This design comes from an exercise in tuning for small area and a short achievable clock period on the open sky130 flow, not from production work.
RTL that was checked went through simulation tests only; none was proved equivalent to the original.
Power and IR drop assume default switching activity.

Design b16_core, start of the top module:
module b16_core(clk, nreset, run, addr, rd, wr, data, dataout,
                dr, dw, daddr, din, bp, dout);
   input         clk, nreset, run;
   output [15:0] addr;
   output        rd;
   output [1:0]  wr;
   input  [15:0] data;
   output [15:0] dataout;
   input         dr, dw;
   input  [2:0]  daddr;
   input  [15:0] din, bp;
   output [15:0] dout;
   cpu b16(.clk(clk), .run(run), .nreset(nreset),
           .addr(addr), .rd(rd), .wr(wr), .data(data),
           .dataout(dataout),
           .dr(dr), .dw(dw), .daddr(daddr), .din(din), .dout(dout),
           .bp(bp));
endmodule
==> flow/config.mk <==
export PLATFORM = sky130hd
export DESIGN_NAME = b16_core
export DESIGN_NICKNAME = b16_core
export VERILOG_FILES = /design/flow/design.v
export SDC_FILE = /design/flow/constraint.sdc
export NUM_CORES = 4
export LEC_CHECK = 0
export CAP_MARGIN = 20
export CELL_PAD_IN_SITES_DETAIL_PLACEMENT = 1
export CORE_MARGIN = 2
export CORE_UTILIZATION = 45
export SLEW_MARGIN = 20
export SYNTH_HIERARCHICAL = 1
==> flow/constraint.sdc <==
create_clock -name core_clock -period 14.0 [get_ports {clk}]
set_input_delay 2.8000 -clock core_clock [delete_from_list [all_inputs] [get_ports {clk}]]
set_output_delay 2.8000 -clock core_clock [all_outputs]
set_load 0.01 [all_outputs]
standard.sh (not shown) runs the stock make flow with config.mk's settings and CLKGATE_MAP_FILE= SYNTH_SCRIPT=/design/flow/synth_recipe.tcl, a recipe that flattens the netlist after the stock synthesis.
==> flow/flow/run.sh <==
#!/bin/bash
cp standard.sh standard_sh.txt
export SETUP_SLACK_MARGIN=7.6
export CTS_ARGS="-sink_clustering_enable -repair_clock_nets -dont_use_dummy_load -sink_clustering_size 22 -sink_clustering_max_diameter 105 -buf_list {sky130_fd_sc_hd__clkbuf_8 sky130_fd_sc_hd__clkbuf_16}"
export BUFFER_PORTS_ARGS="-buffer_cell sky130_fd_sc_hd__buf_1"
bash standard.sh > standard.log 2>&1
Rerun with:
--- a/flow/design.v
+++ b/flow/design.v
@@ -175,23 +175,24 @@
    wire op_minc = access & ~slot[1];     
    wire op_ld   = access & slot[1];      
    wire op_lit  = access & slot[1] & slot[0];
    wire op_st   = access & ~slot[1] & ~slot[0];
    wire op_nip  = (slot == 5'b11000);
    wire op_drop = (slot == 5'b11001);
    wire op_over = (slot == 5'b11010);
    wire op_dup  = (slot == 5'b11011);
    wire op_tor  = (slot == 5'b11100);
    wire op_rfrom= (slot == 5'b11110);
+   wire bop = (slot[4:2] == 3'b101);    
    assign rd = s0 | (access & (slot[1:0] != 2'b00));
    assign wr = op_st ? { ~slot[2] | ~T[0], ~slot[2] | T[0] } : 2'b00;
-   reg addrsel, bop;
+   wire addrsel = access & (slot[1:0] != 2'b11);
    assign addr = addrsel ? T : P;
    wire bswap = bop ^ addr[0];
    wire [l-1:0] incaddr = addr + { bop ? 2'b01 : 2'b10 };
    wire [l-1:0] dataw = { bop ? 8'h00 : (bswap ? data[7:0] : data[15:8]),
                      bswap ? data[15:8] : data[7:0] };
    wire [l-1:0] N, toR;
    assign dataout = bswap ? { N[7:0], N[l-1:8] } : N;
    wire dbg = ~run;
    wire dw0 = dbg & dw & (daddr == 3'h0);
    wire dw1 = dbg & dw & (daddr == 3'h1);
@@ -343,22 +344,20 @@
    wire [1:0] state_n = run ? nextstate :
                         (dwa & (daddr == 3'h3)) ? din[9:8] : state;
    reg [4:0] slot_n;
    always @(state_n or I_n)
       case(state_n)
         2'b00: slot_n = 5'b00000;
         2'b01: slot_n = I_n[14:10];
         2'b10: slot_n = I_n[9:5];
         2'b11: slot_n = I_n[4:0];
       endcase
-   wire addrsel_n = (slot_n[4:3] == 2'b10) & (slot_n[1:0] != 2'b11);
-   wire bop_n = (slot_n[4:2] == 3'b101);
    wire dsel_n = ~dr | run;
    wire [7:0] da;
    generate for(b=0; b<8; b=b+1) begin : dsel
       deceq #(b) d(.a(daddr), .y(da[b]));
    end endgenerate
    wire [l-1:0] st = { run, 4'h0, c, state, {4-sdep{1'b0}}, sp,
                   {4-rdep{1'b0}}, rp };
    generate for(b=0; b<l; b=b+1) begin : dbg_rd
       ao8g dm(.d({ I[b], R[b], T[b], P[b], st[b], bp[b], toR[b], N[b] }),
                 .s(da), .en_n(dsel_n), .y(dout[b]));
@@ -367,34 +366,30 @@
       if(!nreset) begin
          state <= 2'b11;
          P <= rstaddr;
          T <= 16'h0000;
          I <= 16'h0000;
          R <= 16'h0000;
          c <= 1'b0;
          sp <= 0;
          rp <= 0;
          slot <= 5'b00000;
-         addrsel <= 1'b0;
-         bop <= 1'b0;
       end else begin
          state <= state_n;
          P <= P_n;
          T <= T_n;
          I <= I_n;
          R <= R_n;
          c <= c_n;
          sp <= sp_n;
          rp <= rp_n;
          slot <= slot_n;
-         addrsel <= addrsel_n;
-         bop <= bop_n;
       end
 endmodule  
 module b16_core(clk, nreset, run, addr, rd, wr, data, dataout,
                 dr, dw, daddr, din, bp, dout);
    input         clk, nreset, run;
    output [15:0] addr;
    output        rd;
    output [1:0]  wr;
    input  [15:0] data;
    output [15:0] dataout;
After rerunning: Final cell count grows by 1.1%. Count of clock-buffer cells in the layout is unchanged. Wire length grows by 3.4%. Cell area barely changes. Setup slack improved by 0.061 ns. Global-route usage rises by 1.3 points. Area after synthesis goes up by 0.56%. Clock skew shrinks by 0.041 ns. First-iteration DRC count falls by 0.34%.
No functional check of the RTL was part of any run of this note.

---

== rev 12 ==
b16_core, a different RTL version from the one above (not shown whole).
Size: roughly 590 flip-flops.
export LEC_CHECK = 0
export CAP_MARGIN = 20
export CELL_PAD_IN_SITES_DETAIL_PLACEMENT = 1
export CORE_MARGIN = 2
export CORE_UTILIZATION = 45
export SLEW_MARGIN = 20
export SYNTH_HIERARCHICAL = 1
create_clock -name core_clock -period 14.0 [get_ports {clk}]
Scripts as last shown in full above: flow/flow/run.sh
Changes in rev 13 relative to rev 12:
-- flow/design.v --
<<< rev 12, line 117
   assign y = ~t;
endmodule
module ao8g(d, s, en_n, y);
   input [7:0] d, s;
   input en_n;
   output y;
   wire [2:0] t;
   aoi222 a0(.a1(d[0]), .a2(s[0]), .b1(d[1]), .b2(s[1]), .c1(d[2]), .c2(s[2]), .y(t[0]));
   aoi222 a1(.a1(d[3]), .a2(s[3]), .b1(d[4]), .b2(s[4]), .c1(d[5]), .c2(s[5]), .y(t[1]));
   assign t[2] = ~(d[6] & s[6] | d[7] & s[7]);
   assign y = ~(&t | en_n);
endmodule
module lut4(t, n, l, y);
>>> rev 13, line 117
   assign y = ~t;
endmodule
module ao8n(d, s, y);
   input [7:0] d, s;
   output y;
   wire [3:0] t;
   assign t[0] = ~(d[0] & s[0] | d[1] & s[1]);
   assign t[1] = ~(d[2] & s[2] | d[3] & s[3]);
   assign t[2] = ~(d[4] & s[4] | d[5] & s[5]);
   assign t[3] = ~(d[6] & s[6] | d[7] & s[7]);
   assign y = ~&t;
endmodule
module deceq(a, en, y);
   parameter K = 0;
   input [2:0] a;
   input en;
   output y;
   assign y = en & (a == K);
endmodule
module lut4(t, n, l, y);
<<< rev 12, line 346
        2'b11: slot_n = I_n[4:0];
      endcase
   wire dsel_n = ~dr | run;
   wire [7:0] da = 8'b1 << daddr;
   wire [l-1:0] st = { run, 4'h0, c, state, {4-sdep{1'b0}}, sp,
                  {4-rdep{1'b0}}, rp };
   generate for(b=0; b<l; b=b+1) begin : dbg_rd
      ao8g dm(.d({ I[b], R[b], T[b], P[b], st[b], bp[b], toR[b], N[b] }),
                .s(da), .en_n(dsel_n), .y(dout[b]));
   end endgenerate
   always @(posedge clk or negedge nreset)
>>> rev 13, line 353
        2'b11: slot_n = I_n[4:0];
      endcase
   wire dren = dr & ~run;
   wire [7:0] da;
   generate for(b=0; b<8; b=b+1) begin : dsel
      deceq #(b) d(.a(daddr), .en(dren), .y(da[b]));
   end endgenerate
   wire [l-1:0] st = { run, 4'h0, c, state, {4-sdep{1'b0}}, sp,
                  {4-rdep{1'b0}}, rp };
   generate for(b=0; b<l; b=b+1) begin : dbg_rd
      ao8n dm(.d({ I[b], R[b], T[b], P[b], st[b], bp[b], toR[b], N[b] }),
                .s(da), .y(dout[b]));
   end endgenerate
   always @(posedge clk or negedge nreset)
## What came out
Diff rev 12 -> rev 13 | net switching power | increase of 2.2%
The area taken by flip-flops and latches was comparable across rev 13 and rev 12.
Compared with rev 12, rev 13 shows cell area after placement that has gone up slightly.
Highest fanout seen on the critical path was higher in rev 12 than in rev 13.
Summary of rev 13 over rev 12: final standard cell area without fillers rose by about 1.8%; total power rose by 0.74%.
Function not checked in rev 13: the RTL went through the layout flow alone.

## what the ideal ports hide
The flow's constraints put no driver on any port. The routed layouts listed below were extracted and timed again, unchanged, in two steps. Step 1 assumes that a clkbuf_16 drives the clock port and a buf_2 every other input. Step 2 times the ports against the registers' clock, not the clock port: input delays grow and output delays shrink by t, the midpoint of the rising clock arrivals with the driver on. Slacks: ideal / step 1 / step 2; pairs: ideal / step 1.
| run | t, ns | setup WS [ns] | worst setup path after step 2 | clock arrival spread, ns | cell pins on the clock port's net |
|---|---|---|---|---|---|
| the first run of note 1 | 0.633 | 7.136 / 7.020 / 7.020 | input to output | 0.083 / 0.083 | 1 |
| the second run of note 1 | 0.639 | 7.197 / 6.994 / 6.994 | input to output | 0.050 / 0.049 | 1 |
| rev 12 | 0.683 | 7.208 / 7.153 / 7.153 | input to output | 0.034 / 0.033 | 1 |
| rev 13 | 0.680 | 6.854 / 6.793 / 6.793 | input to output | 0.050 / 0.050 | 1 |
After both steps setup and hold are still met in every run listed. For the second run of note 1, which loses most, drivers alone change the setup slack by -0.203 ns; drivers and shift together by -0.203 ns.
